Background: an optimization exercise with open tools, aiming at small area. Do not read the settings as production practice.
Function was checked by simulation only, so behaviour that the tests miss may differ from the original.
Power is estimated from default activity; no workload was simulated.

Design SPI_Wrapper, start of the top module:
module SPI_Wrapper(MISO,MOSI,SS_n,clk,rst_n);
parameter MEM_DEPTH = 256;
parameter ADDR_SIZE = 8;
input MOSI,SS_n,clk,rst_n;
output MISO;
wire[7:0] tx_data,rx_byte,rx_last;
wire ld_wa,ld_ra,ld_wr;
RAM #(MEM_DEPTH,ADDR_SIZE) ram(clk,rst_n,ld_wa,ld_ra,ld_wr,rx_byte,rx_last,tx_data);
SPI_SLAVE spi(MOSI,SS_n,clk,rst_n,tx_data,MISO,ld_wa,ld_ra,ld_wr,rx_byte,rx_last);
endmodule
For scale: roughly 2800 cells after synthesis, ~5 I/O pins, ~0.046 mm^2 of cells after synthesis.
clock: 5.0 ns
lec_check: 0
abc_area: 1
cap_margin: 20
core_margin: 2
core_utilization: 65
cts_buf_list: sky130_fd_sc_hd__clkbuf_8
cts_cluster_diameter: 60
cts_cluster_size: 20
slew_margin: 20
standard.sh (not shown) runs the stock make flow with config.mk's settings and CLKGATE_MAP_FILE= SYNTH_SCRIPT=/design/flow/synth_recipe.tcl, a recipe that flattens the netlist after the stock synthesis.
==> flow/flow/run.sh <==
#!/bin/bash
# The standard layout (standard.sh) with two changes:
#  1. After the standard synthesis, the logic between the registers is mapped
#     again with ABC's area-oriented mapper (resynth.sh). The registers, their
#     names and cell types, and the ports are kept as synthesis made them.
#  2. Clock tree synthesis runs without dummy loads, with clkbuf_8 clusters
#     of up to 22 sinks.
# Logs: synth.log and standard.log (make's output), resynth.log (Yosys);
# each ORFS step's own log is under orfs/logs/.
set -euo pipefail
export CTS_ARGS="-sink_clustering_enable -repair_clock_nets -dont_use_dummy_load -buf_list sky130_fd_sc_hd__clkbuf_8 -sink_clustering_size 22 -sink_clustering_max_diameter 60"
bash standard.sh synth > synth.log 2>&1
bash flow/resynth.sh orfs/results/$FLOW_PLATFORM/SPI_Wrapper/base/1_2_yosys.v
bash standard.sh finish > standard.log 2>&1
==> flow/flow/resynth.sh <==
#!/bin/bash
# resynth.sh NETLIST: maps the logic of the synthesized NETLIST again with
# ABC (strash; dch; map -a), keeping every sequential cell instance (kept as
# a black box) and the ports. The standard netlist is kept as NETLIST.std;
# Yosys's output goes to resynth.log in the current folder.
set -euo pipefail
N=$1
YOSYS=$(command -v yosys || echo "$FLOW_HOME/../tools/install/yosys/bin/yosys")
LIB=$FLOW_HOME/platforms/sky130hd/lib/sky130_fd_sc_hd__tt_025C_1v80.lib
cp "$N" "$N.std"
# sequential cells used by the netlist: kept as black boxes
SEQ=$(grep -oE "sky130_fd_sc_hd__(df|edf|sdf|sedf|dl)[a-z0-9_]+" "$N.std" | sort -u | tr '\n' ' ')
# the platform's don't-use cells
DU=""
for c in sky130_fd_sc_hd__probe_p_8 sky130_fd_sc_hd__probec_p_8 $(grep -oE 'cell *\("?sky130_fd_sc_hd__lpflow_[a-z0-9_]+' "$LIB" | grep -oE 'sky130_fd_sc_hd__lpflow_[a-z0-9_]+' | sort -u); do
  DU="$DU -dont_use $c"
done
printf 'strash\ndch\nmap -a\ntopo\n' > resynth.abc
$YOSYS -l resynth.log -p "
read_liberty -ignore_miss_func $LIB
blackbox $SEQ
read_verilog $N.std
hierarchy -top $FLOW_TOP
flatten
opt -purge
abc -liberty $LIB $DU -script resynth.abc
opt_clean -purge
stat -liberty $LIB
write_verilog -noattr -nohex -nodec $N
" > /dev/null
touch "$N"
The first run finished with timing, DRC and antenna clean.
Then changed:
==> flow/run.sh (new file) <==
#!/bin/bash
# synth_recipe.tcl (not shown) runs the flow's synth.tcl, then flattens the netlist and writes it again
# the make line also repeats each setting of config.mk as NAME=value (left out here)
make -C /OpenROAD-flow-scripts/flow DESIGN_CONFIG=/design/flow/config.mk WORK_HOME=/design/flow/orfs CLKGATE_MAP_FILE= SYNTH_SCRIPT=/design/flow/synth_recipe.tcl finish
removed: flow/flow/run.sh
removed: flow/flow/resynth.sh
removed: flow/standard.sh
The changed run finished clean.
First-iteration DRC count falls by 22%.
Global-route usage came out lower by 0.92 points.
Count of clock-buffer cells in the layout climbs by 10.
Cell count went up by 3.3%.
Synthesized area climbs by 0.92%.
Power increases by 2.2%.
Sequential share of layout area went down by 0.96 points.
Via count grows by 1.0%.
Then changed:
==> flow/flow/run.sh (new file) <==
#!/bin/bash
# The standard layout (the standard.sh: standard synthesis, floorplan,
# placement, CTS, routing, finish), with clock tree synthesis run without
# dummy loads. Each step's own log is under orfs/logs/; make's output goes
# to standard.log here.
set -euo pipefail
export CTS_ARGS="-sink_clustering_enable -repair_clock_nets -dont_use_dummy_load -buf_list sky130_fd_sc_hd__clkbuf_8 -sink_clustering_size 20 -sink_clustering_max_diameter 60"
bash standard.sh finish > standard.log 2>&1
==> flow/standard.sh (new file) <==
#!/bin/bash
# synth_recipe.tcl (not shown) runs the flow's synth.tcl, then flattens the netlist and writes it again
# the make line also repeats each setting of config.mk as NAME=value (left out here)
make -C /OpenROAD-flow-scripts/flow DESIGN_CONFIG=/design/flow/config.mk WORK_HOME=/design/flow/orfs CLKGATE_MAP_FILE= SYNTH_SCRIPT=/design/flow/synth_recipe.tcl "${@:-finish}"
removed: flow/run.sh
What happened: The changed run ran to the end with no violations. Final area goes down by 0.37%. Setup slack improves by 0.094 ns. Via count stays flat. Combinational power hardly moves. Die area is unchanged. First-iteration DRC count went up by 2.8%.
Then changed:
==> flow/flow/run.sh (replaced) <==
#!/bin/bash
# The standard layout (the standard.sh: standard synthesis, floorplan,
# placement, CTS, routing, finish), with clock tree synthesis run without
# dummy loads. Each step's own log is under orfs/logs/; make's output goes
# to standard.log here.
set -euo pipefail
export CTS_ARGS="-sink_clustering_enable -repair_clock_nets -dont_use_dummy_load -buf_list sky130_fd_sc_hd__clkbuf_8 -sink_clustering_size 22 -sink_clustering_max_diameter 60"
bash standard.sh finish > standard.log 2>&1
Result:
- power decreases by about 0.9%
- combinational power stays flat
- hold slack gains 0.022 ns
- fmax falls by 0.38%
- sequential share of layout area increases by 0.22 points
- core utilization goes down by 0.18 points
- final area hardly moves
- area after synthesis does not change
- die area does not change
- sequential cell count stays the same
- sequential power hardly moves

========
job 7598:
The RTL this note starts from:
==> flow/design.v <==
module RAM(clk,rst_n,ld_wa,ld_ra,ld_wr,rx_byte,rx_last,tx_data);
parameter MEM_DEPTH = 256;
parameter ADDR_SIZE = 8;
localparam NW = 18;           
localparam NR = 19;           
input clk,rst_n,ld_wa,ld_ra,ld_wr;
input[7:0] rx_byte,rx_last;
output reg[7:0] tx_data;
reg[ADDR_SIZE-1:0] addr_wr;
reg[ADDR_SIZE-1:0] addr_rd;
reg[ADDR_SIZE-1:0] wp_addr;   
reg[7:0] wp_data;             
reg[7:0] c;
reg[8*MEM_DEPTH-1:0] ring;
function integer wtap;        
	input integer k;
	wtap = (k * MEM_DEPTH) / NW;
endfunction
function integer iswtap;      
	input integer s;
	integer k;
	begin
		iswtap = 0;
		for (k = 0; k < NW; k = k + 1)
			if (wtap(k) == s) iswtap = 1;
	end
endfunction
function integer rtap;        
	input integer k;
	rtap = (k * MEM_DEPTH) / NR;
endfunction
always @(posedge clk or negedge rst_n) begin
	if (!rst_n) begin
		addr_wr <= 0;
		addr_rd <= 0;
	end else begin
		if (ld_wa) addr_wr <= rx_last;
		if (ld_ra) addr_rd <= rx_last;
	end
end
always @(posedge clk) begin
	c <= c + 8'd1;
	if (ld_wr) begin
		wp_addr <= addr_wr;
		wp_data <= rx_byte;
	end
end
wire[7:0] u = wp_addr + c + 8'd1;
wire[7:0] v = addr_rd + c;
genvar s, k;
generate
	for (s = 0; s < MEM_DEPTH; s = s + 1) begin : st
		wire[7:0] prev = ring[8*((s+MEM_DEPTH-1)%MEM_DEPTH) +: 8];
		if (iswtap(s)) begin : wt
			always @(posedge clk)
				ring[8*s +: 8] <= (u == s) ? wp_data : prev;
		end else begin : pl
			always @(posedge clk)
				ring[8*s +: 8] <= prev;
		end
	end
endgenerate
wire[8*NR-1:0] rterm;
generate
	for (k = 0; k < NR; k = k + 1) begin : rt
		assign rterm[8*k +: 8] = (v == rtap(k)) ? ring[8*rtap(k) +: 8] : 8'd0;
	end
endgenerate
reg[7:0] rword;
reg rhit;
integer i;
always @(*) begin
	rword = 8'd0;
	rhit = 1'b0;
	for (i = 0; i < NR; i = i + 1) begin
		rword = rword | rterm[8*i +: 8];
		rhit = rhit | (v == rtap(i));
	end
end
always @(posedge clk) begin
	if (wp_addr == addr_rd) tx_data <= wp_data;
	else if (rhit) tx_data <= rword;
end
endmodule
module SPI_SLAVE(MOSI,SS_n,clk,rst_n,tx_data,MISO,ld_wa,ld_ra,ld_wr,rx_byte,rx_last);
input clk,rst_n,MOSI,SS_n;
input[7:0] tx_data;           
output reg MISO;
output ld_wa;                 
output ld_ra;                 
output ld_wr;                 
output[7:0] rx_byte;          
output[7:0] rx_last;          
localparam IDLE = 2'd0;
localparam CHK  = 2'd1;
localparam DATA = 2'd2;
reg[1:0] cs;
reg[4:0] cnt;                 
reg[9:0] rx;
reg read_data;                
reg rdd;                      
always @(posedge clk or negedge rst_n) begin
	if (~rst_n) begin
		cs <= IDLE;
		read_data <= 1'b0;
	end else begin
		case (cs)
		IDLE: cs <= SS_n ? IDLE : CHK;
		CHK: begin
			cs <= SS_n ? IDLE : DATA;
			if (~SS_n && MOSI) read_data <= ~read_data;
		end
		DATA: cs <= SS_n ? IDLE : DATA;
		default: cs <= IDLE;
		endcase
	end
end
always @(posedge clk) begin
	rx <= {rx[8:0], MOSI};
	if (cs == CHK) begin
		cnt <= 5'd1;
		rdd <= MOSI & read_data;
	end else begin
		if (cnt != 5'd20) cnt <= cnt + 5'd1;
		if (cnt == 5'd1 || cnt == 5'd2) rdd <= rdd & MOSI;
	end
	if (cs == DATA && rdd && cnt >= 5'd12 && cnt <= 5'd19)
		MISO <= tx_data[5'd19 - cnt];
end
wire at11 = (cs == DATA) && (cnt == 5'd10) && ~SS_n;
assign ld_wa = at11 && rx[8:7] == 2'b00;
assign ld_ra = at11 && rx[8:7] == 2'b10;
assign ld_wr = (cs == DATA) && (cnt == 5'd11) && rx[9:8] == 2'b01;
assign rx_byte = rx[7:0];
assign rx_last = {rx[6:0], MOSI};
endmodule
module SPI_Wrapper(MISO,MOSI,SS_n,clk,rst_n);
parameter MEM_DEPTH = 256;
parameter ADDR_SIZE = 8;
input MOSI,SS_n,clk,rst_n;
output MISO;
wire[7:0] tx_data,rx_byte,rx_last;
wire ld_wa,ld_ra,ld_wr;
RAM #(MEM_DEPTH,ADDR_SIZE) ram(clk,rst_n,ld_wa,ld_ra,ld_wr,rx_byte,rx_last,tx_data);
SPI_SLAVE spi(MOSI,SS_n,clk,rst_n,tx_data,MISO,ld_wa,ld_ra,ld_wr,rx_byte,rx_last);
endmodule
clock: 5.0 ns
lec_check: 0
cap_margin: 20
core_margin: 2
core_utilization: 40
cts_buf_list: sky130_fd_sc_hd__clkbuf_8
cts_cluster_diameter: 60
cts_cluster_size: 20
slew_margin: 20
run.sh (not shown) runs the stock make flow with config.mk's settings and CLKGATE_MAP_FILE= SYNTH_SCRIPT=/design/flow/synth_recipe.tcl, a recipe that flattens the netlist after the stock synthesis.
Stock flow here: none of the scripts above is used.
Job 7598 went all the way through the flow, and no timing, DRC or antenna check failed.
The following lists how job 1759 was set up differently from job 7598:
diff --git a/flow/config.mk b/flow/config.mk
--- a/flow/config.mk
+++ b/flow/config.mk
@@ -6,9 +6,10 @@
 export NUM_CORES = 4
 export LEC_CHECK = 0
+export ABC_AREA = 1
 export CAP_MARGIN = 20
 export CORE_MARGIN = 2
-export CORE_UTILIZATION = 40
+export CORE_UTILIZATION = 65
 export CTS_BUF_LIST = sky130_fd_sc_hd__clkbuf_8
 export CTS_CLUSTER_DIAMETER = 60
-export CTS_CLUSTER_SIZE = 20
+export CTS_CLUSTER_SIZE = 18
 export SLEW_MARGIN = 20
## What came out
- Wire length on met3 was higher in the run labelled job 7598.
- Post-route total power delta for job 1759 relative to job 7598: about 2% higher
- Job 1759 against job 7598: sequential portion of the cell area higher; depth of the critical timing path with buffers and inverters included lower; cell count lower; number of global-route vias before repair higher.
- Diff job 7598 -> job 1759: final cycle utilization of the critical path went down 13 points, core utilization moved up, net switching power figure went up 0.14 mW.
- Between job 1759 and job 7598, the final instance area is higher for job 7598.

separate check: timing with driven ports:
Ports are ideal in the flow. The routed layouts listed here were re-timed in OpenROAD.
Step 1: set_driving_cell puts a clkbuf_16 on clk and a buf_2 on each other input, an assumption about the parent block.
Step 2 adds t to the input delays and takes it off the output delays; t is the mean of the earliest and latest rising clock arrival at the registers after step 1. Input paths then give back, and output paths get back, about the clock's delay inside the block.
a / b / c = no drivers / after step 1 / after step 2; a / b = the first two.
run	t, ns	setup WS [ns]	hold slack, ns	worst setup path at the end	latest minus earliest clock arrival (ns)
the first run of note 1	0.752	1.205 / 1.151 / 1.903	0.216 / 0.283 / 0.283	register to output	0.124 / 0.123
the second run of note 1	0.811	1.570 / 1.512 / 2.323	0.322 / 0.322 / 0.322	register to output	0.035 / 0.035
the third run of note 1	0.770	1.664 / 1.605 / 2.376	0.256 / 0.256 / 0.256	register to output	0.072 / 0.073
the fourth run of note 1	0.775	1.651 / 1.591 / 2.367	0.277 / 0.277 / 0.277	register to output	0.079 / 0.079
job 7598	0.881	0.807 / 0.807 / 0.807	0.301 / 0.301 / 0.301	register to register	0.046 / 0.047
job 1759	0.855	1.458 / 1.458 / 1.458	0.133 / 0.129 / 0.316	register to register	0.055 / 0.055
After both steps setup and hold are still met in every run listed.
